Background: an optimization exercise with open tools, aiming at small area, a short achievable clock period and few clock cycles per item. Do not read the settings as production practice. No run shown here included a check of the RTL's function; only the layout flow was run.

**flow/design.v**
```verilog
module cordic #(
    parameter int Width = 16
) (
    input  logic             clk_i,
    input  logic             rst_i,
    input  logic             start_cordic_i,
    input  logic [Width-1:0] x0_i,
    input  logic [Width-1:0] y0_i,
    input  logic [Width-1:0] z0_i,
    output logic [Width-1:0] xn_o,
    output logic [Width-1:0] yn_o,
    output logic [Width-1:0] zn_o,
    output logic             done_tick_cordic_o
);
  function automatic logic [15:0] atan(input logic [3:0] i);
    case (i)
      4'd0: atan = 16'h2D00;
      4'd1: atan = 16'h1A91;
      4'd2: atan = 16'h0E09;
      4'd3: atan = 16'h0720;
      4'd4: atan = 16'h0394;
      4'd5: atan = 16'h01CA;
      4'd6: atan = 16'h00E5;
      4'd7: atan = 16'h0073;
      4'd8: atan = 16'h0039;
      4'd9: atan = 16'h001D;
      4'd10: atan = 16'h000E;
      4'd11: atan = 16'h0007;
      4'd12: atan = 16'h0004;
      4'd13: atan = 16'h0002;
      4'd14: atan = 16'h0001;
      default: atan = 16'h0000;
    endcase
  endfunction
  function automatic logic [15:0] asr(input logic [15:0] v, input int k);
    for (int b = 0; b < 16; b++) asr[b] = (b + k > 15) ? v[15] : v[b + k];
  endfunction
  logic [15:0] x_q, y_q, z_q;
  logic        busy_q;   
  logic        done_q;
  logic neg;
  assign neg = z_q[15];
  logic [15:0] xi, yi;   
  assign xi = x_q;
  assign yi = y_q;
  logic [15:0] xs, ys, az;
  logic [3:0] lo_q, hi_q;
  logic       last;
  assign last = hi_q[3] & lo_q[2];
  logic [15:0] xl, yl;
  always_comb begin
    xl = 16'd0;
    yl = 16'd0;
    for (int i = 0; i < 4; i++) begin
      xl = xl | ({16{lo_q[i]}} & asr(xi, i));
      yl = yl | ({16{lo_q[i]}} & asr(yi, i));
    end
    xs = 16'd0;
    ys = 16'd0;
    for (int i = 0; i < 4; i++) begin
      xs = xs | ({16{hi_q[i]}} & asr(xl, (4 * i)));
      ys = ys | ({16{hi_q[i]}} & asr(yl, (4 * i)));
    end
    az = 16'd0;
    for (int i = 0; i < 15; i++) begin
      az = az | ({16{hi_q[i/4] & lo_q[i%4]}} & atan(i));
    end
  end
  logic [15:0] x_d, y_d, z_d, azi;
  logic        cz;
  assign cz  = ~neg & busy_q;
  assign azi = az ^ {16{~neg & busy_q}};
  logic [15:0] mx, my, xa, ya;
  assign mx = {16{~neg}};
  assign my = {16{neg}};
  assign xa = x_q ^ mx;
  assign ya = y_q ^ my;
  logic [15:0] x_s;
  assign x_s = xa + ys;
  assign x_d = x_s ^ mx;
  logic [15:0] y_s;
  assign y_s = ya + xs;
  assign y_d = y_s ^ my;
  logic [16:0] z_g0, z_p0;
  assign z_g0 = {z_q & azi, cz};
  assign z_p0 = {z_q ^ azi, 1'b0};
  logic z_g0_, z_p0_;
  assign z_g0_ = z_g0[1] | (z_p0[1] & z_g0[0]);
  assign z_p0_ = z_p0[1] & z_p0[0];
  logic z_g1_, z_p1_;
  assign z_g1_ = z_g0[3] | (z_p0[3] & z_g0[2]);
  assign z_p1_ = z_p0[3] & z_p0[2];
  logic z_g2_, z_p2_;
  assign z_g2_ = z_g0[5] | (z_p0[5] & z_g0[4]);
  assign z_p2_ = z_p0[5] & z_p0[4];
  logic z_g3_, z_p3_;
  assign z_g3_ = z_g0[7] | (z_p0[7] & z_g0[6]);
  assign z_p3_ = z_p0[7] & z_p0[6];
  logic z_g4_, z_p4_;
  assign z_g4_ = z_g0[9] | (z_p0[9] & z_g0[8]);
  assign z_p4_ = z_p0[9] & z_p0[8];
  logic z_g5_, z_p5_;
  assign z_g5_ = z_g0[11] | (z_p0[11] & z_g0[10]);
  assign z_p5_ = z_p0[11] & z_p0[10];
  logic z_g6_, z_p6_;
  assign z_g6_ = z_g0[13] | (z_p0[13] & z_g0[12]);
  assign z_p6_ = z_p0[13] & z_p0[12];
  logic z_g7_, z_p7_;
  assign z_g7_ = z_g0[15] | (z_p0[15] & z_g0[14]);
  assign z_p7_ = z_p0[15] & z_p0[14];
  logic z_g8_, z_p8_;
  assign z_g8_ = z_g1_ | (z_p1_ & z_g0_);
  assign z_p8_ = z_p1_ & z_p0_;
  logic z_g9_, z_p9_;
  assign z_g9_ = z_g3_ | (z_p3_ & z_g2_);
  assign z_p9_ = z_p3_ & z_p2_;
  logic z_g10_, z_p10_;
  assign z_g10_ = z_g5_ | (z_p5_ & z_g4_);
  assign z_p10_ = z_p5_ & z_p4_;
  logic z_g11_, z_p11_;
  assign z_g11_ = z_g7_ | (z_p7_ & z_g6_);
  assign z_p11_ = z_p7_ & z_p6_;
  logic z_g12_, z_p12_;
  assign z_g12_ = z_g9_ | (z_p9_ & z_g8_);
  assign z_p12_ = z_p9_ & z_p8_;
  logic z_g13_, z_p13_;
  assign z_g13_ = z_g11_ | (z_p11_ & z_g10_);
  assign z_p13_ = z_p11_ & z_p10_;
  logic z_g14_, z_p14_;
  assign z_g14_ = z_g13_ | (z_p13_ & z_g12_);
  assign z_p14_ = z_p13_ & z_p12_;
  logic z_g15_, z_p15_;
  assign z_g15_ = z_g10_ | (z_p10_ & z_g12_);
  assign z_p15_ = z_p10_ & z_p12_;
  logic z_g16_, z_p16_;
  assign z_g16_ = z_g2_ | (z_p2_ & z_g8_);
  assign z_p16_ = z_p2_ & z_p8_;
  logic z_g17_, z_p17_;
  assign z_g17_ = z_g4_ | (z_p4_ & z_g12_);
  assign z_p17_ = z_p4_ & z_p12_;
  logic z_g18_, z_p18_;
  assign z_g18_ = z_g6_ | (z_p6_ & z_g15_);
  assign z_p18_ = z_p6_ & z_p15_;
  logic z_g19_, z_p19_;
  assign z_g19_ = z_g0[2] | (z_p0[2] & z_g0_);
  assign z_p19_ = z_p0[2] & z_p0_;
  logic z_g20_, z_p20_;
  assign z_g20_ = z_g0[4] | (z_p0[4] & z_g8_);
  assign z_p20_ = z_p0[4] & z_p8_;
  logic z_g21_, z_p21_;
  assign z_g21_ = z_g0[6] | (z_p0[6] & z_g16_);
  assign z_p21_ = z_p0[6] & z_p16_;
  logic z_g22_, z_p22_;
  assign z_g22_ = z_g0[8] | (z_p0[8] & z_g12_);
  assign z_p22_ = z_p0[8] & z_p12_;
  logic z_g23_, z_p23_;
  assign z_g23_ = z_g0[10] | (z_p0[10] & z_g17_);
  assign z_p23_ = z_p0[10] & z_p17_;
  logic z_g24_, z_p24_;
  assign z_g24_ = z_g0[12] | (z_p0[12] & z_g15_);
  assign z_p24_ = z_p0[12] & z_p15_;
  logic z_g25_, z_p25_;
  assign z_g25_ = z_g0[14] | (z_p0[14] & z_g18_);
  assign z_p25_ = z_p0[14] & z_p18_;
  logic z_g26_, z_p26_;
  assign z_g26_ = z_g0[16] | (z_p0[16] & z_g14_);
  assign z_p26_ = z_p0[16] & z_p14_;
  assign z_d[0] = z_p0[1] ^ z_g0[0];
  assign z_d[1] = z_p0[2] ^ z_g0_;
  assign z_d[2] = z_p0[3] ^ z_g19_;
  assign z_d[3] = z_p0[4] ^ z_g8_;
  assign z_d[4] = z_p0[5] ^ z_g20_;
  assign z_d[5] = z_p0[6] ^ z_g16_;
  assign z_d[6] = z_p0[7] ^ z_g21_;
  assign z_d[7] = z_p0[8] ^ z_g12_;
  assign z_d[8] = z_p0[9] ^ z_g22_;
  assign z_d[9] = z_p0[10] ^ z_g17_;
  assign z_d[10] = z_p0[11] ^ z_g23_;
  assign z_d[11] = z_p0[12] ^ z_g15_;
  assign z_d[12] = z_p0[13] ^ z_g24_;
  assign z_d[13] = z_p0[14] ^ z_g18_;
  assign z_d[14] = z_p0[15] ^ z_g25_;
  assign z_d[15] = z_p0[16] ^ z_g14_;
  always_ff @(posedge clk_i) begin
    if (start_cordic_i) begin
      x_q <= x0_i;
      y_q <= y0_i;
      z_q <= z0_i;
    end else begin
      x_q <= x_d;
      y_q <= y_d;
      z_q <= z_d;
    end
  end
  always_ff @(posedge clk_i, posedge rst_i) begin
    if (rst_i) begin
      lo_q   <= 4'd0;
      hi_q   <= 4'd0;
      busy_q <= 1'b0;
      done_q <= 1'b0;
    end else begin
      if (start_cordic_i) begin
        lo_q <= 4'd1;
        hi_q <= 4'd1;
      end else if (last) begin
        lo_q <= 4'd0;
        hi_q <= 4'd0;
      end else begin
        lo_q <= {lo_q[2:0], lo_q[3]};
        if (lo_q[3]) hi_q <= {hi_q[2:0], 1'b0};
      end
      busy_q <= start_cordic_i || (busy_q && !last);
      done_q <= busy_q && last && !start_cordic_i;
    end
  end
  assign xn_o = x_q;
  assign yn_o = y_q;
  assign zn_o = z_q;
  assign done_tick_cordic_o = done_q;
endmodule
```
**flow/flow/run.sh**
```bash
#!/bin/bash
# The standard layout (the standard.sh, standard synthesis included), with
# one change: the port buffers that placement inserts are the smallest buffer
# cell, sky130_fd_sc_hd__buf_1, instead of the one OpenROAD picks by default.
# Every input and output port still gets its buffer. Full output in standard.log.
set -euo pipefail
export BUFFER_PORTS_ARGS="-buffer_cell sky130_fd_sc_hd__buf_1"
bash standard.sh > standard.log 2>&1
```
**flow/standard.sh**
```bash
#!/bin/bash
# synth_recipe.tcl (not shown) runs the flow's synth.tcl, then flattens the netlist and writes it again
# the make line also repeats each setting of config.mk as NAME=value (left out here)
make -C /OpenROAD-flow-scripts/flow DESIGN_CONFIG=/design/flow/config.mk WORK_HOME=/design/flow/orfs CLKGATE_MAP_FILE= SYNTH_SCRIPT=/design/flow/synth_recipe.tcl "${@:-finish}"
```
**flow/config.mk**
```make
export PLATFORM = sky130hd
export DESIGN_NAME = cordic
export DESIGN_NICKNAME = cordic
export VERILOG_FILES = /design/flow/design.v
export SDC_FILE = /design/flow/constraint.sdc
export NUM_CORES = 4
export LEC_CHECK = 0
export ABC_AREA = 1
export CAP_MARGIN = 20
export CORE_MARGIN = 2
export CORE_UTILIZATION = 40
export SETUP_SLACK_MARGIN = 2.0
export SLEW_MARGIN = 20
```
**flow/constraint.sdc**
```tcl
create_clock -name core_clock -period 5.5 [get_ports {clk_i}]
set_input_delay 1.1000 -clock core_clock [delete_from_list [all_inputs] [get_ports {clk_i}]]
set_output_delay 1.1000 -clock core_clock [all_outputs]
set_load 0.01 [all_outputs]
```
==> results of run 1 <==
## registers in the layout (all words and copies together), names as in the netlist
signal	cells
x_q	16
y_q	16
z_q	16
hi_q	4
lo_q	4
busy_q	1
done_q	1
## what timing repair did
action / CTS / global route
endpoints found under the hold margin: 0 / 0
endpoints found under the setup margin: 11 / 23
gates resized for setup: 5 / 13
gates cloned: 0 / 1
buffers inserted: 0 / 11
## path summary, 6_finish.rpt
| kind | endpoint | slack, ps | cells after the start |
|---|---|---|---|
| min in group asynchronous | hi_q[0] | 700 | 2 |
| min reg2reg | z_q[0] | 530 | 2 |
| min | z_q[0] | 530 | 2 |
| max | y_q[12] | 2180 | 16 |
| max reg2reg | y_q[12] | 2180 | 16 |
| max in group asynchronous | hi_q[0] | 4490 | 2 |
## cells by family (layout without fill, tap and decap cells)
group	Yosys count	count (layout)	share of synthesized area [%]
adders and majority gates	53	53	12.59
xor gates and xnor gates	101	101	15.24
DFF	58	58	20.86
AOI/OAI and AO/OA	208	208	21.44
buffers and inverters	131	224	9.203
and+or+nand+nor	278	278	20.67
## per-layer routing
layer	vias up	GRT usage (%)	share of wire, %
met5	-	0	0
met1	2694	29.83	48
met3	13	5.584	7.4
met2	211	32.14	44
met4	0	5.684	0.93
li1	2966	-	-
## cells in the mapped netlist
cell,n
o2111ai_1,7
nand2_4,2
a21o_1,4
o211ai_1,7
buf_2,16
o21ai_1,6
ha_1,44
nor3_1,3
nor2_1,33
nand3_1,36
a21boi_1,3
a211oi_1,1
a21oi_4,1
nand2_1,175
nand3b_1,2
xnor2_1,40
o22ai_1,35
a21oi_1,53
buf_1,2
a21boi_0,3
fa_1,9
o21a_1,2
buf_4,2
inv_1,88
a221oi_1,9
o21ai_0,65
inv_2,4
or2_1,3
clkbuf_1,16
nand3_2,2
buf_6,2
xor2_1,61
dfrtp_1,10
o221ai_1,9
clkinv_1,1
o31ai_1,1
a31oi_1,2
nand4_1,9
dfxtp_1,48
nand2_2,10
or2_0,1
nor2_4,2
## per-stage QoR
step                std cells  area, um2
floorplan                 829       5806
global placement         1078       6257
detailed placement       1078       6257
CTS                      1094       6583
global route             1106       6726
finish                   1106       6726
## cell type report
cell class	instances	area, um2	share of cell area (%)
clock inverter	6	82.58	1.228
sequential	58	1226	18.23
timing repair buffer	114	505.5	7.515
clock buffer	10	229.0	3.404
tap	184	230.2	3.423
inverter	93	364.1	5.413
timing repair inverter	1	7.507	0.1116
multi-input combinational	640	4081	60.68
## worst register-to-register path, cell delays in order (launching register included)
cell	delay (ps)
dfrtp_2	480
clkinvlp_4	170
buf_4	240
o22ai_1	140
a221oi_2	260
nor2_1	70
nor2_1	110
o221ai_1	130
ha_1	250
fa_1	460
nand3_1	80
nand2_1	110
nand3_1	100
nand4_1	140
xnor2_1	170
or2_0	200
a21oi_1	140
==> impl_metrics.sql, run 1 <==
INSERT INTO impl_metrics (metric_group, metric, value, unit) VALUES
('grt', 'grt_pass1_wl', '26840', 'um'),
('min_path', 'timing.hold.worst.start', 'z_q[0]', ''),
('floorplan', 'rows', '44', ''),
('layout', 'mostFrequentLayoutCell', 'nand2_1', ''),
('job', 'drv.max_cap_violation_count', '0', ''),
('run_status', 'run_status', 'timing/DRC/antenna clean', ''),
('place', 'gp_congestion', '0.9159', ''),
('sta', 'fmax', '0.3016', 'GHz'),
('clock_network', 'cts_hold_buf', '0', ''),
('sta', 'maxSlewHeadroom', '55.65', '%'),
('critical_path', 'worstSetupPathType', 'flip-flop to flip-flop', ''),
('sta', 'min_period', '3315', 'ps'),
('synthesis', 'share_of_the_synthesized_area_in_the_top_cell_type', '16.55', '%'),
('clock_network', 'clock_tree_from_tritoncts', 'done', ''),
('critical_path', 'path_max_fanout', '18', ''),
('sta', 'number_of_failing_hold_endpoints_at_the_final_stage', '0', ''),
('clock_network', 'cts.sinks', '58', ''),
('critical_path', 'cpPeakStageDelay', '480', 'ps'),
('synthesis', 'synthesized_area_per_cell', '7.003', 'um2'),
('floorplan', 'floorplan.die_area', '15490', 'um2'),
('drt', 'via_count', '5884', ''),
('layout', 'area_growth', '15.86', '%'),
('critical_path', 'worst_ep_required_time', '5780', 'ps'),
('clock_network', 'cts_inserted_buffers', '9', ''),
('layout', 'ratio_of_cells_with_drive_above_1_in_the_final_layout', '7.484', '%'),
('sta', 'final_count_of_negative_setup_slack_endpoints', '0', ''),
('layout', 'fill_cells', '1537', ''),
('drt', 'detailedRoute.firstPassIterationCount', '5', ''),
('layout', 'antenna-diode-count', '0', ''),
('sta', 'worst_pin_slew', '661.2', 'ps'),
('sta', 'skew', '8.315', 'ps'),
('critical_path', 'cp_cell_sequence', 'clkinvlp_4 > buf_4 > o22ai_1 > a221oi_2 > nor2_1 > nor2_1 > o221ai_1 > ha_1 > fa_1 > nand3_1 > nand2_1 > nand3_1 > nand4_1 > xnor2_1 > or2_0 > a21oi_1', ''),
('floorplan', 'chipHeight', '124.5', 'um'),
('synthesis', 'synth_top_area_cell', 'dfxtp_1', ''),
('synthesis', 'ys_ff_latch', '58', ''),
('critical_path', 'crit-reg2reg-launch', 'lo_q[0]', ''),
('critical_path', 'worst_path_dominant_cell_family', 'simple AND/OR/NAND/NOR gates', ''),
('layout', 'final_core_utilization', '46.81', '%'),
('grt', 'pin_count_of_the_biggest_net_entering_global_routing', '48', ''),
('grt', 'antenna_violations_before_repair', '0', ''),
('sta', 'finalSetupTns', '0', 'ps'),
('clock_network', 'cts-htree-levels', '3', ''),
('clock_network', 'clock_tree.buffer_depth', '2', ''),
('sta', 'maxSlewViolCount', '0', ''),
('layout', 'num-nets-final', '1021', ''),
('place', 'port_buffers', '99', ''),
('min_path', 'hold_path_class', 'flip-flop to flip-flop', ''),
('layout', 'top_library_cells_by_usage_in_the_layout_fill_and_taps_aside', 'nand2_1, buf_1, inv_1', ''),
('critical_path', 'critPathLaunchType', 'flip-flop', ''),
('drt', '1st_iter_drt_viols', '411', ''),
('sta', 'timing.final.ws_setup', '2185', 'ps'),
('grt', 'grt-ovfl-total', '0', ''),
('synthesis', 'synth_area', '5806', 'um2'),
('floorplan', 'design.core.area', '14370', 'um2'),
('floorplan', 'top_level_ports', '100', ''),
('synthesis', 'synthesis.instances', '829', ''),
('clock_network', 'cts.root.buffer_cell', 'clkbuf_16', ''),
('critical_path', 'startpoint', 'lo_q[0]', ''),
('critical_path', 'crit_buf_inv', '2', ''),
('drt', 'antenna_violating_nets_post_route', '0', ''),
('sta', 'hold_ws', '530.9', 'ps'),
('floorplan', 'starting_density', '40.40', '%'),
('drt', 'avgRoutedWirePerCell', '15.04', 'um'),
('drt', 'drt_drc_violations_left', '0', '');
==> run 2: changes to the inputs <==
--- a/flow/design.v
+++ b/flow/design.v
@@ -67,20 +67,22 @@
     end
   end
   logic [15:0] x_d, y_d, z_d, azi;
-  logic        cz;
+  logic        cx, cy, cz;
+  assign cx  = ~neg & busy_q;
+  assign cy  = neg & busy_q;
   assign cz  = ~neg & busy_q;
   assign azi = az ^ {16{~neg & busy_q}};
-  logic [15:0] mx, my, xa, ya;
-  assign mx = {16{~neg}};
-  assign my = {16{neg}};
-  assign xa = x_q ^ mx;
-  assign ya = y_q ^ my;
-  logic [15:0] x_s;
-  assign x_s = xa + ys;
-  assign x_d = x_s ^ mx;
-  logic [15:0] y_s;
-  assign y_s = ya + xs;
-  assign y_d = y_s ^ my;
+  logic [15:0] mxs, mys, xsi, ysi;
+  assign mys = {16{cx}};
+  assign mxs = {16{cy}};
+  assign ysi = ys ^ mys;
+  assign xsi = xs ^ mxs;
+  logic [16:0] x_s;
+  assign x_s = {x_q, 1'b1} + {ysi, cx};
+  assign x_d = x_s[16:1];
+  logic [16:0] y_s;
+  assign y_s = {y_q, 1'b1} + {xsi, cy};
+  assign y_d = y_s[16:1];
   logic [16:0] z_g0, z_p0;
   assign z_g0 = {z_q & azi, cz};
   assign z_p0 = {z_q ^ azi, 1'b0};
==> flow/flow/run.sh (replaced) <==
#!/bin/bash
# The standard layout (the standard.sh), with two changes:
#  - synthesis maps additions to ordinary logic cells (ADDER_MAP_FILE empty,
#    so Yosys does not extract full/half-adder cells); registers are unchanged;
#  - the port buffers that placement inserts are the smallest buffer cell,
#    sky130_fd_sc_hd__buf_1, instead of the one OpenROAD picks by default.
#    Every input and output port still gets its buffer.
# Full output in standard.log.
set -euo pipefail
export ADDER_MAP_FILE=
export BUFFER_PORTS_ARGS="-buffer_cell sky130_fd_sc_hd__buf_1"
bash standard.sh > standard.log 2>&1
--- a/flow/config.mk
+++ b/flow/config.mk
@@ -8,6 +8,6 @@
 export ABC_AREA = 1
 export CAP_MARGIN = 20
 export CORE_MARGIN = 2
-export CORE_UTILIZATION = 40
-export SETUP_SLACK_MARGIN = 2.0
+export CORE_UTILIZATION = 60
+export SETUP_SLACK_MARGIN = 2.6
 export SLEW_MARGIN = 20
==> run 2 against run 1 <==
Critical path depth up 3. First-iteration DRC count is 73% higher. Design area increased by 17%. Area after synthesis grew 23%. Synthesized cell count is 62% higher. Final cell count up 42%. Highest routed layer unchanged. Via count up 45%. Hold slack worse by 20 ps.
==> impl_metrics.sql, run 2 <==
INSERT INTO impl_metrics (metric_group, metric, value, unit) VALUES
('run_status', 'run_status', 'timing/DRC/antenna clean', ''),
('min_path', 'hold_path_class', 'flip-flop to flip-flop', ''),
('critical_path', 'worst_ep_arrival_time', '2900', 'ps'),
('drt', 'avgRoutedWirePerCell', '13.15', 'um'),
('drt', 'drt_drc_violations_left', '0', ''),
('place', 'place_area', '7378', 'um2'),
('synthesis', 'synthesis.instances', '1346', ''),
('floorplan', 'starting_density', '61.77', '%'),
('synthesis', 'ys_ff_latch', '58', ''),
('layout', 'area_growth', '10.20', '%'),
('synthesis', 'synthesized_area_per_cell', '5.285', 'um2'),
('sta', 'worst_pin_slew', '886.4', 'ps'),
('place', 'gp_congestion', '0.9414', ''),
('critical_path', 'rrSetupSlack', '2840', 'ps'),
('clock_network', 'cts_inserted_buffers', '9', ''),
('clock_network', 'worstSkewPairLatency', '350', 'ps'),
('layout', 'antenna-diode-count', '0', ''),
('synthesis', 'synth_area', '7113', 'um2'),
('grt', 'grt-ovfl-total', '0', ''),
('synthesis', 'synth_top_cells_by_area', 'nand2_1, dfxtp_1, nand3_1', ''),
('drt', '1st_iter_drt_viols', '712', ''),
('grt', 'pin_count_of_the_biggest_net_entering_global_routing', '59', ''),
('place', 'port_buffers', '99', ''),
('layout', 'mostFrequentLayoutCell', 'nand2_1', ''),
('drt', 'antenna_violating_nets_post_route', '0', ''),
('synthesis', 'yosys_most_used_dff', 'dfxtp_1', ''),
('critical_path', 'worstSetupPathType', 'flip-flop to flip-flop', ''),
('sta', 'maxSlewViolCount', '0', ''),
('critical_path', 'cpPeakStageDelay', '550', 'ps'),
('sta', 'skew', '8.078', 'ps'),
('synthesis', 'post_synth_most_frequent_cells', 'nand2_1, inv_1, nand3_1', ''),
('floorplan', 'floorplan.die_area', '12740', 'um2'),
('critical_path', 'path_max_fanout', '15', ''),
('sta', 'number_of_failing_hold_endpoints_at_the_final_stage', '0', ''),
('critical_path', 'cpMaxStageDelayCell', 'dfrtp_4', ''),
('layout', 'ratio_of_cells_with_drive_above_1_in_the_final_layout', '9.002', '%'),
('clock_network', 'clock_tree_from_tritoncts', 'done', ''),
('sta', 'maxSlewHeadroom', '40.82', '%'),
('grt', 'vias_in_the_first_global_route', '7252', ''),
('critical_path', 'endpoint_kind', 'flip-flop', ''),
('layout', 'top_library_cells_by_usage_in_the_layout_fill_and_taps_aside', 'nand2_1, nand3_1, inv_1', ''),
('floorplan', 'top_level_ports', '100', ''),
('clock_network', 'cts-htree-levels', '3', ''),
('synthesis', 'synth_async_sr_flop_share', '17.24', '%'),
('synthesis', 'most_frequent_cell_after_synthesis', 'nand2_1', ''),
('clock_network', 'clock_tree.buffer_depth', '2', ''),
('synthesis', 'share_of_the_synthesized_area_in_the_top_cell_type', '29.13', '%'),
('floorplan', 'chipHeight', '112.9', 'um'),
('sta', 'fmax', '0.3756', 'GHz'),
('place', 'pre_cts_slack', '2396', 'ps'),
('critical_path', 'cp_common_cell', 'nand2_1', ''),
('drt', 'detailedRoute.firstPassIterationCount', '25', ''),
('grt', 'overall_global_routing_resource_usage', '31.90', '%'),
('layout', 'fill_cells', '1216', ''),
('floorplan', 'design.core.area', '11520', 'um2'),
('sta', 'final_count_of_negative_setup_slack_endpoints', '0', ''),
('layout', 'num-nets-final', '1479', ''),
('job', 'drv.max_cap_violation_count', '0', ''),
('layout', 'finish.instance_area', '7839', 'um2'),
('synthesis', 'synth-edff-count', '0', ''),
('drt', 'vias_per_cell', '5.402', ''),
('grt', 'grt_pass1_wl', '33460', 'um'),
('synthesis', 'synth_top_area_cell', 'nand2_1', ''),
('place', 'place_hpwl', '15360', 'um'),
('clock_network', 'cts.root.buffer_cell', 'clkbuf_16', ''),
('clock_network', 'clk_pin_slew', '50', 'ps'),
('sta', 'min_period', '2663', 'ps'),
('layout', 'reg.largest.list', 'x_q (16), y_q (16), z_q (16)', ''),
('drt', 'post_detailed_routing_wire_length', '20720', 'um'),
('sta', 'finalSetupTns', '0', 'ps'),
('sta', 'timing.final.ws_setup', '2837', 'ps'),
('synthesis', 'synth_nets', '1397', ''),
('synthesis', 'post_synth_num_cell_types', '40', ''),
('drt', 'via_count', '8513', ''),
('floorplan', 'chipWidth', '112.9', 'um'),
('clock_network', 'cts.sinks', '58', ''),
('synthesis', 'yosysWarningCount', '1', ''),
('sta', 'period_share', '48.41', '%'),
('critical_path', 'critPathLaunchType', 'flip-flop', ''),
('synthesis', 'synth-seq-area-share', '17.03', '%'),
('sta', 'unrepaired_setup_endpoints_after_global_routing', 'no', ''),
('critical_path', 'worst_ep_required_time', '5740', 'ps'),
('floorplan', 'rows', '39', ''),
('grt', 'antenna_violations_before_repair', '0', ''),
('critical_path', 'cp_cell_sequence', 'buf_6 > nand2_1 > nand2_1 > nor2_4 > nor2_1 > nor2_2 > nand2_1 > nand2_2 > nand2_1 > inv_1 > nand3_2 > a21oi_2 > nand2_1 > nand2_2 > nand2_1 > nand2_1 > nand2_1 > nand3_1 > nand2_1', '');
==> run 2: cell types whose count changed after synthesis, moves of 34 or more <==
cell     before  now
inv_1        88  149
nand3_1      36  146
nor2_1       33  139
nand2_1     175  552
o22ai_1      35    1
xnor2_1      40    4
ha_1         44    0
==> run 2: kinds of logic (layout without fill, tap and decap cells) <==
logic type / count (synthesis) / after routing / share of synthesized area, %
flip-flops: 58 / 58 / 17.03
XOR/XNOR: 34 / 34 / 4.186
buffers and inverters: 201 / 288 / 12.65
AO/OA/AOI/OAI: 114 / 114 / 8.918
AND/OR/NAND/NOR: 939 / 939 / 57.22
==> run 2: final cells by class <==
type	count	area (um2)	area share (%)
sequential	58	1234	15.74
multi-input combinational	1087	5026	64.12
timing repair buffer	113	514.2	6.560
tap	143	178.9	2.283
inverter	158	620.6	7.917
clock inverter	3	17.52	0.2235
clock buffer	13	240.2	3.065
timing repair inverter	1	7.507	0.09577
==> run 2: layer usage <==
| metal | part of all wire (%) | global-route usage, % | up-vias |
|---|---|---|---|
| li1 | - | - | 4377 |
| met1 | 43 | 41.55 | 3773 |
| met2 | 48 | 55.02 | 335 |
| met3 | 7.8 | 5.624 | 28 |
| met4 | 1.1 | 7.805 | 0 |
| met5 | 0 | 0 | - |
==> run 2: what timing repair did <==
item	4_1_cts	5_1_grt
setup endpoints to repair	31	34
gates resized for setup	5	23
pin swaps	0	0
gates cloned	1	0
setup buffers	0	12
hold buffers	0	0
==> run 2: critical path, delay by kind of cell, from the launching register on <==
kind            cells  cell delay [ps]
compound gates      1              190
flops               1              550
simple gates       16             1530
buf+inv             2              260
==> run 2: stage by stage <==
stage,hold WS (ps),utilization [%],std cells
finish,511.2,68.07,1576
global route,561.1,68.07,1576
CTS,518.9,66.44,1564
detailed placement,511.6,64.07,1547
global placement,505.7,64.07,1547
floorplan,528.9,-,1346
==> run 2: final timing paths <==
path                               from      end  cells past startpoint
worst max-delay path            lo_q[1]  x_q[11]                     19
worst min-delay path             z_q[0]   z_q[0]                      2
worst max register to register  lo_q[1]  x_q[11]                     19
worst min register to register   z_q[0]   z_q[0]                      2
max in group asynchronous         rst_i  lo_q[3]                      2
min in group asynchronous         rst_i  hi_q[0]                      2
==> run 3: changes to the inputs <==
--- a/flow/design.v
+++ b/flow/design.v
@@ -77,12 +77,206 @@
   assign mxs = {16{cy}};
   assign ysi = ys ^ mys;
   assign xsi = xs ^ mxs;
-  logic [16:0] x_s;
-  assign x_s = {x_q, 1'b1} + {ysi, cx};
-  assign x_d = x_s[16:1];
-  logic [16:0] y_s;
-  assign y_s = {y_q, 1'b1} + {xsi, cy};
-  assign y_d = y_s[16:1];
+  logic [16:0] x_g0, x_p0;
+  assign x_g0 = {x_q & ysi, cx};
+  assign x_p0 = {x_q ^ ysi, 1'b0};
+  logic x_g0_, x_p0_;
+  assign x_g0_ = x_g0[1] | (x_p0[1] & x_g0[0]);
+  assign x_p0_ = x_p0[1] & x_p0[0];
+  logic x_g1_, x_p1_;
+  assign x_g1_ = x_g0[3] | (x_p0[3] & x_g0[2]);
+  assign x_p1_ = x_p0[3] & x_p0[2];
+  logic x_g2_, x_p2_;
+  assign x_g2_ = x_g0[5] | (x_p0[5] & x_g0[4]);
+  assign x_p2_ = x_p0[5] & x_p0[4];
+  logic x_g3_, x_p3_;
+  assign x_g3_ = x_g0[7] | (x_p0[7] & x_g0[6]);
+  assign x_p3_ = x_p0[7] & x_p0[6];
+  logic x_g4_, x_p4_;
+  assign x_g4_ = x_g0[9] | (x_p0[9] & x_g0[8]);
+  assign x_p4_ = x_p0[9] & x_p0[8];
+  logic x_g5_, x_p5_;
+  assign x_g5_ = x_g0[11] | (x_p0[11] & x_g0[10]);
+  assign x_p5_ = x_p0[11] & x_p0[10];
+  logic x_g6_, x_p6_;
+  assign x_g6_ = x_g0[13] | (x_p0[13] & x_g0[12]);
+  assign x_p6_ = x_p0[13] & x_p0[12];
+  logic x_g7_, x_p7_;
+  assign x_g7_ = x_g0[15] | (x_p0[15] & x_g0[14]);
+  assign x_p7_ = x_p0[15] & x_p0[14];
+  logic x_g8_, x_p8_;
+  assign x_g8_ = x_g1_ | (x_p1_ & x_g0_);
+  assign x_p8_ = x_p1_ & x_p0_;
+  logic x_g9_, x_p9_;
+  assign x_g9_ = x_g3_ | (x_p3_ & x_g2_);
+  assign x_p9_ = x_p3_ & x_p2_;
+  logic x_g10_, x_p10_;
+  assign x_g10_ = x_g5_ | (x_p5_ & x_g4_);
+  assign x_p10_ = x_p5_ & x_p4_;
+  logic x_g11_, x_p11_;
+  assign x_g11_ = x_g7_ | (x_p7_ & x_g6_);
+  assign x_p11_ = x_p7_ & x_p6_;
+  logic x_g12_, x_p12_;
+  assign x_g12_ = x_g9_ | (x_p9_ & x_g8_);
+  assign x_p12_ = x_p9_ & x_p8_;
+  logic x_g13_, x_p13_;
+  assign x_g13_ = x_g11_ | (x_p11_ & x_g10_);
+  assign x_p13_ = x_p11_ & x_p10_;
+  logic x_g14_, x_p14_;
+  assign x_g14_ = x_g13_ | (x_p13_ & x_g12_);
+  assign x_p14_ = x_p13_ & x_p12_;
+  logic x_g15_, x_p15_;
+  assign x_g15_ = x_g10_ | (x_p10_ & x_g12_);
+  assign x_p15_ = x_p10_ & x_p12_;
+  logic x_g16_, x_p16_;
+  assign x_g16_ = x_g2_ | (x_p2_ & x_g8_);
+  assign x_p16_ = x_p2_ & x_p8_;
+  logic x_g17_, x_p17_;
+  assign x_g17_ = x_g4_ | (x_p4_ & x_g12_);
+  assign x_p17_ = x_p4_ & x_p12_;
+  logic x_g18_, x_p18_;
+  assign x_g18_ = x_g6_ | (x_p6_ & x_g15_);
+  assign x_p18_ = x_p6_ & x_p15_;
+  logic x_g19_, x_p19_;
+  assign x_g19_ = x_g0[2] | (x_p0[2] & x_g0_);
+  assign x_p19_ = x_p0[2] & x_p0_;
+  logic x_g20_, x_p20_;
+  assign x_g20_ = x_g0[4] | (x_p0[4] & x_g8_);
+  assign x_p20_ = x_p0[4] & x_p8_;
+  logic x_g21_, x_p21_;
+  assign x_g21_ = x_g0[6] | (x_p0[6] & x_g16_);
+  assign x_p21_ = x_p0[6] & x_p16_;
+  logic x_g22_, x_p22_;
+  assign x_g22_ = x_g0[8] | (x_p0[8] & x_g12_);
+  assign x_p22_ = x_p0[8] & x_p12_;
+  logic x_g23_, x_p23_;
+  assign x_g23_ = x_g0[10] | (x_p0[10] & x_g17_);
+  assign x_p23_ = x_p0[10] & x_p17_;
+  logic x_g24_, x_p24_;
+  assign x_g24_ = x_g0[12] | (x_p0[12] & x_g15_);
+  assign x_p24_ = x_p0[12] & x_p15_;
+  logic x_g25_, x_p25_;
+  assign x_g25_ = x_g0[14] | (x_p0[14] & x_g18_);
+  assign x_p25_ = x_p0[14] & x_p18_;
+  logic x_g26_, x_p26_;
+  assign x_g26_ = x_g0[16] | (x_p0[16] & x_g14_);
+  assign x_p26_ = x_p0[16] & x_p14_;
+  assign x_d[0] = x_p0[1] ^ x_g0[0];
+  assign x_d[1] = x_p0[2] ^ x_g0_;
+  assign x_d[2] = x_p0[3] ^ x_g19_;
+  assign x_d[3] = x_p0[4] ^ x_g8_;
+  assign x_d[4] = x_p0[5] ^ x_g20_;
+  assign x_d[5] = x_p0[6] ^ x_g16_;
+  assign x_d[6] = x_p0[7] ^ x_g21_;
+  assign x_d[7] = x_p0[8] ^ x_g12_;
+  assign x_d[8] = x_p0[9] ^ x_g22_;
+  assign x_d[9] = x_p0[10] ^ x_g17_;
+  assign x_d[10] = x_p0[11] ^ x_g23_;
+  assign x_d[11] = x_p0[12] ^ x_g15_;
+  assign x_d[12] = x_p0[13] ^ x_g24_;
+  assign x_d[13] = x_p0[14] ^ x_g18_;
+  assign x_d[14] = x_p0[15] ^ x_g25_;
+  assign x_d[15] = x_p0[16] ^ x_g14_;
+  logic [16:0] y_g0, y_p0;
+  assign y_g0 = {y_q & xsi, cy};
+  assign y_p0 = {y_q ^ xsi, 1'b0};
+  logic y_g0_, y_p0_;
+  assign y_g0_ = y_g0[1] | (y_p0[1] & y_g0[0]);
+  assign y_p0_ = y_p0[1] & y_p0[0];
+  logic y_g1_, y_p1_;
+  assign y_g1_ = y_g0[3] | (y_p0[3] & y_g0[2]);
+  assign y_p1_ = y_p0[3] & y_p0[2];
+  logic y_g2_, y_p2_;
+  assign y_g2_ = y_g0[5] | (y_p0[5] & y_g0[4]);
+  assign y_p2_ = y_p0[5] & y_p0[4];
+  logic y_g3_, y_p3_;
+  assign y_g3_ = y_g0[7] | (y_p0[7] & y_g0[6]);
+  assign y_p3_ = y_p0[7] & y_p0[6];
+  logic y_g4_, y_p4_;
+  assign y_g4_ = y_g0[9] | (y_p0[9] & y_g0[8]);
+  assign y_p4_ = y_p0[9] & y_p0[8];
+  logic y_g5_, y_p5_;
+  assign y_g5_ = y_g0[11] | (y_p0[11] & y_g0[10]);
+  assign y_p5_ = y_p0[11] & y_p0[10];
+  logic y_g6_, y_p6_;
+  assign y_g6_ = y_g0[13] | (y_p0[13] & y_g0[12]);
+  assign y_p6_ = y_p0[13] & y_p0[12];
+  logic y_g7_, y_p7_;
+  assign y_g7_ = y_g0[15] | (y_p0[15] & y_g0[14]);
+  assign y_p7_ = y_p0[15] & y_p0[14];
+  logic y_g8_, y_p8_;
+  assign y_g8_ = y_g1_ | (y_p1_ & y_g0_);
+  assign y_p8_ = y_p1_ & y_p0_;
+  logic y_g9_, y_p9_;
+  assign y_g9_ = y_g3_ | (y_p3_ & y_g2_);
+  assign y_p9_ = y_p3_ & y_p2_;
+  logic y_g10_, y_p10_;
+  assign y_g10_ = y_g5_ | (y_p5_ & y_g4_);
+  assign y_p10_ = y_p5_ & y_p4_;
+  logic y_g11_, y_p11_;
+  assign y_g11_ = y_g7_ | (y_p7_ & y_g6_);
+  assign y_p11_ = y_p7_ & y_p6_;
+  logic y_g12_, y_p12_;
+  assign y_g12_ = y_g9_ | (y_p9_ & y_g8_);
+  assign y_p12_ = y_p9_ & y_p8_;
+  logic y_g13_, y_p13_;
+  assign y_g13_ = y_g11_ | (y_p11_ & y_g10_);
+  assign y_p13_ = y_p11_ & y_p10_;
+  logic y_g14_, y_p14_;
+  assign y_g14_ = y_g13_ | (y_p13_ & y_g12_);
+  assign y_p14_ = y_p13_ & y_p12_;
+  logic y_g15_, y_p15_;
+  assign y_g15_ = y_g10_ | (y_p10_ & y_g12_);
+  assign y_p15_ = y_p10_ & y_p12_;
+  logic y_g16_, y_p16_;
+  assign y_g16_ = y_g2_ | (y_p2_ & y_g8_);
+  assign y_p16_ = y_p2_ & y_p8_;
+  logic y_g17_, y_p17_;
+  assign y_g17_ = y_g4_ | (y_p4_ & y_g12_);
+  assign y_p17_ = y_p4_ & y_p12_;
+  logic y_g18_, y_p18_;
+  assign y_g18_ = y_g6_ | (y_p6_ & y_g15_);
+  assign y_p18_ = y_p6_ & y_p15_;
+  logic y_g19_, y_p19_;
+  assign y_g19_ = y_g0[2] | (y_p0[2] & y_g0_);
+  assign y_p19_ = y_p0[2] & y_p0_;
+  logic y_g20_, y_p20_;
+  assign y_g20_ = y_g0[4] | (y_p0[4] & y_g8_);
+  assign y_p20_ = y_p0[4] & y_p8_;
+  logic y_g21_, y_p21_;
+  assign y_g21_ = y_g0[6] | (y_p0[6] & y_g16_);
+  assign y_p21_ = y_p0[6] & y_p16_;
+  logic y_g22_, y_p22_;
+  assign y_g22_ = y_g0[8] | (y_p0[8] & y_g12_);
+  assign y_p22_ = y_p0[8] & y_p12_;
+  logic y_g23_, y_p23_;
+  assign y_g23_ = y_g0[10] | (y_p0[10] & y_g17_);
+  assign y_p23_ = y_p0[10] & y_p17_;
+  logic y_g24_, y_p24_;
+  assign y_g24_ = y_g0[12] | (y_p0[12] & y_g15_);
+  assign y_p24_ = y_p0[12] & y_p15_;
+  logic y_g25_, y_p25_;
+  assign y_g25_ = y_g0[14] | (y_p0[14] & y_g18_);
+  assign y_p25_ = y_p0[14] & y_p18_;
+  logic y_g26_, y_p26_;
+  assign y_g26_ = y_g0[16] | (y_p0[16] & y_g14_);
+  assign y_p26_ = y_p0[16] & y_p14_;
+  assign y_d[0] = y_p0[1] ^ y_g0[0];
+  assign y_d[1] = y_p0[2] ^ y_g0_;
+  assign y_d[2] = y_p0[3] ^ y_g19_;
+  assign y_d[3] = y_p0[4] ^ y_g8_;
+  assign y_d[4] = y_p0[5] ^ y_g20_;
+  assign y_d[5] = y_p0[6] ^ y_g16_;
+  assign y_d[6] = y_p0[7] ^ y_g21_;
+  assign y_d[7] = y_p0[8] ^ y_g12_;
+  assign y_d[8] = y_p0[9] ^ y_g22_;
+  assign y_d[9] = y_p0[10] ^ y_g17_;
+  assign y_d[10] = y_p0[11] ^ y_g23_;
+  assign y_d[11] = y_p0[12] ^ y_g15_;
+  assign y_d[12] = y_p0[13] ^ y_g24_;
+  assign y_d[13] = y_p0[14] ^ y_g18_;
+  assign y_d[14] = y_p0[15] ^ y_g25_;
+  assign y_d[15] = y_p0[16] ^ y_g14_;
   logic [16:0] z_g0, z_p0;
   assign z_g0 = {z_q & azi, cz};
   assign z_p0 = {z_q ^ azi, 1'b0};
==> run 3 against run 2 <==
Fmax increased by 0.70%. Final cell count decreased by 12%. Global-route usage decreased by 3.2 points. Utilization decreased by 1.8 points. Still clean.
==> impl_metrics.sql, run 3 <==
INSERT INTO impl_metrics (metric_group, metric, value, unit) VALUES
('floorplan', 'design.core.area', '10750', 'um2'),
('critical_path', 'cp_common_cell', 'nand2_2', ''),
('synthesis', 'synth-edff-count', '0', ''),
('clock_network', 'clk_pin_slew', '70', 'ps'),
('sta', 'unrepaired_setup_endpoints_after_global_routing', 'yes', ''),
('drt', 'antenna_violating_nets_post_route', '0', ''),
('layout', 'antenna-diode-count', '0', ''),
('place', 'gp_congestion', '0.8860', ''),
('floorplan', 'chipHeight', '108.3', 'um'),
('layout', 'ratio_of_cells_with_drive_above_1_in_the_final_layout', '15.32', '%'),
('drt', 'via_count', '6969', ''),
('critical_path', 'critPathLaunchType', 'flip-flop', ''),
('critical_path', 'path_max_fanout', '18', ''),
('layout', 'area_growth', '9.108', '%'),
('grt', 'pin_count_of_the_biggest_net_entering_global_routing', '62', ''),
('floorplan', 'rows', '38', ''),
('run_status', 'run_status', 'timing/DRC/antenna clean', ''),
('sta', 'maxSlewHeadroom', '57.96', '%'),
('synthesis', 'yosys_most_used_dff', 'dfxtp_1', ''),
('synthesis', 'post_synth_num_cell_types', '45', ''),
('drt', 'vias_per_cell', '5.050', ''),
('floorplan', 'starting_density', '60.72', '%'),
('drt', 'post_detailed_routing_wire_length', '16760', 'um'),
('synthesis', 'synth-seq-area-share', '18.56', '%'),
('critical_path', 'worst_ep_required_time', '5760', 'ps'),
('sta', 'worst_pin_slew', '630.7', 'ps'),
('synthesis', 'synth_async_sr_flop_share', '17.24', '%'),
('critical_path', 'worst_path_dominant_cell_family', 'simple AND/OR/NAND/NOR gates', ''),
('sta', 'finalSetupTns', '0', 'ps'),
('critical_path', 'worst_ep_arrival_time', '2910', 'ps'),
('layout', 'final_core_utilization', '66.26', '%'),
('drt', 'avgRoutedWirePerCell', '12.15', 'um'),
('drt', 'detailedRoute.firstPassIterationCount', '6', ''),
('clock_network', 'cts-htree-levels', '3', ''),
('clock_network', 'cts_hold_buf', '0', ''),
('sta', 'maxSlewViolCount', '0', ''),
('sta', 'skew', '15.29', 'ps'),
('clock_network', 'clock_tree_from_tritoncts', 'done', ''),
('critical_path', 'cpPeakStageDelay', '590', 'ps'),
('floorplan', 'top_level_ports', '100', ''),
('sta', 'fmax', '0.3782', 'GHz'),
('clock_network', 'worstSkewPairLatency', '380', 'ps'),
('critical_path', 'cp_cell_sequence', 'buf_6 > nand2_1 > nand2_1 > nor2_1 > nor2_1 > nor2_4 > nand3_2 > nand2_2 > nand2_2 > nand2_2 > nand3_2 > nand2_2 > nand2_1 > nand2_2 > nand2_2 > nand2_2 > nand2_2 > nand2_4 > nand2_2 > nand2_1 > nand2_1 > nand3_1 > nand2_1', ''),
('layout', 'reg.largest.list', 'x_q (16), y_q (16), z_q (16)', ''),
('critical_path', 'endpoint_kind', 'flip-flop', ''),
('synthesis', 'synth_top_area_cell', 'nand2_1', ''),
('layout', 'num-nets-final', '1286', ''),
('layout', 'top_library_cells_by_usage_in_the_layout_fill_and_taps_aside', 'nand2_1, nor2_1, inv_1', ''),
('critical_path', 'crit_cells', '23', ''),
('clock_network', 'cts_inserted_buffers', '9', ''),
('sta', 'final_count_of_negative_setup_slack_endpoints', '0', ''),
('job', 'drv.max_cap_violation_count', '0', ''),
('place', 'dp_cells', '1352', ''),
('grt', 'antenna_violations_before_repair', '0', ''),
('layout', 'final_cell_count_no_fill', '1380', ''),
('critical_path', 'rrSetupSlack', '2860', 'ps'),
('grt', 'grt_pass1_wl', '26850', 'um'),
('critical_path', 'worstSetupPathType', 'flip-flop to flip-flop', ''),
('synthesis', 'synth_nets', '1202', ''),
('critical_path', 'critPathCapture', 'x_q[15]', ''),
('place', 'place_hpwl', '12060', 'um'),
('place', 'port_buffers', '99', ''),
('critical_path', 'cpMaxStageDelayCell', 'dfrtp_4', '');
## run 3: changes by cell type after synthesis, moves of 8 or more
cell and change:
inv_1 -48, nand2_1 -119, nand2_2 +29, nand3_1 -70, nand4_1 -8
## run 3: what timing repair did
item,in CTS,in global routing
buffers inserted,0,10
hold endpoints to repair,0,0
pin swaps,0,2
endpoints found under the setup margin,21,31
resized for setup,2,33
cloned,0,2
## run 3: worst min-delay path: cells and delay by family (launching register included)
kind,cells,cell delay [ps]
flip-flops,1,320
AO/OA/AOI/OAI,1,70
AND/OR/NAND/NOR,1,60
## run 3: cell families after synthesis
family	count (synthesis)	share of synthesized area, %
AO/OA/AOI/OAI	103	9.300
XOR/XNOR	49	7.229
buffers and inverters	159	12.41
flip-flops	58	18.56
AND/OR/NAND/NOR	782	52.50
## run 3: worst min-delay path by stage
stage                 from  slack, ps     end  cells after the start
detailed placement  z_q[0]        490  z_q[0]                      2
finish              z_q[0]        490  z_q[0]                      2
global placement    z_q[0]        480  z_q[0]                      2
floorplan           z_q[0]        510  z_q[0]                      2
global route        z_q[0]        550  z_q[0]                      2
CTS                 z_q[0]        500  z_q[0]                      2
## run 3: area by class of cell
cell class	instances	area, um2	area share (%)
multi-input combinational	934	4567	64.15
sequential	58	1221	17.15
timing repair buffer	116	520.5	7.311
inverter	115	441.7	6.204
tap	140	175.2	2.460
clock buffer	10	127.6	1.793
clock inverter	6	58.81	0.8260
timing repair inverter	1	7.507	0.1054
## run 3: metal layers
layer,up-vias,GRT usage [%],part of all wire (%)
li1,3727,-,-
met1,2995,42.42,51
met2,224,41.78,41
met3,23,4.039,6.4
met4,0,10.99,1.8
met5,-,0,0

==> what the ideal ports hide <==
The results above use ideal ports. As a check the final layouts listed here were re-extracted and re-timed, cells and wires unchanged.
Step 1 assumes that a clkbuf_16 drives the clock port and a buf_2 every other input.
Step 2 times the ports against the registers' clock, not the clock port: input delays grow and output delays shrink by t, the midpoint of the rising clock arrivals with the driver on.
Three values: no drivers, after step 1, after step 2; two values: the first two.
run | t (ns) | setup slack, ns | clock arrival spread, ns | slew at the worst register clock pin (ns) | cell pins on the clock port's net
run 1 | 0.387 | 2.185 / 2.185 / 2.185 | 0.009 / 0.008 | 0.06 / 0.06 | 1
run 2 | 0.384 | 2.837 / 2.837 / 2.771 | 0.008 / 0.008 | 0.05 / 0.05 | 1
run 3 | 0.405 | 2.856 / 2.856 / 2.856 | 0.015 / 0.015 | 0.08 / 0.08 | 1
After both steps setup and hold are still met in every run listed. The setup slack of run 2, which loses most, moves by 0.000 ns with the drivers and by -0.066 ns with both steps.
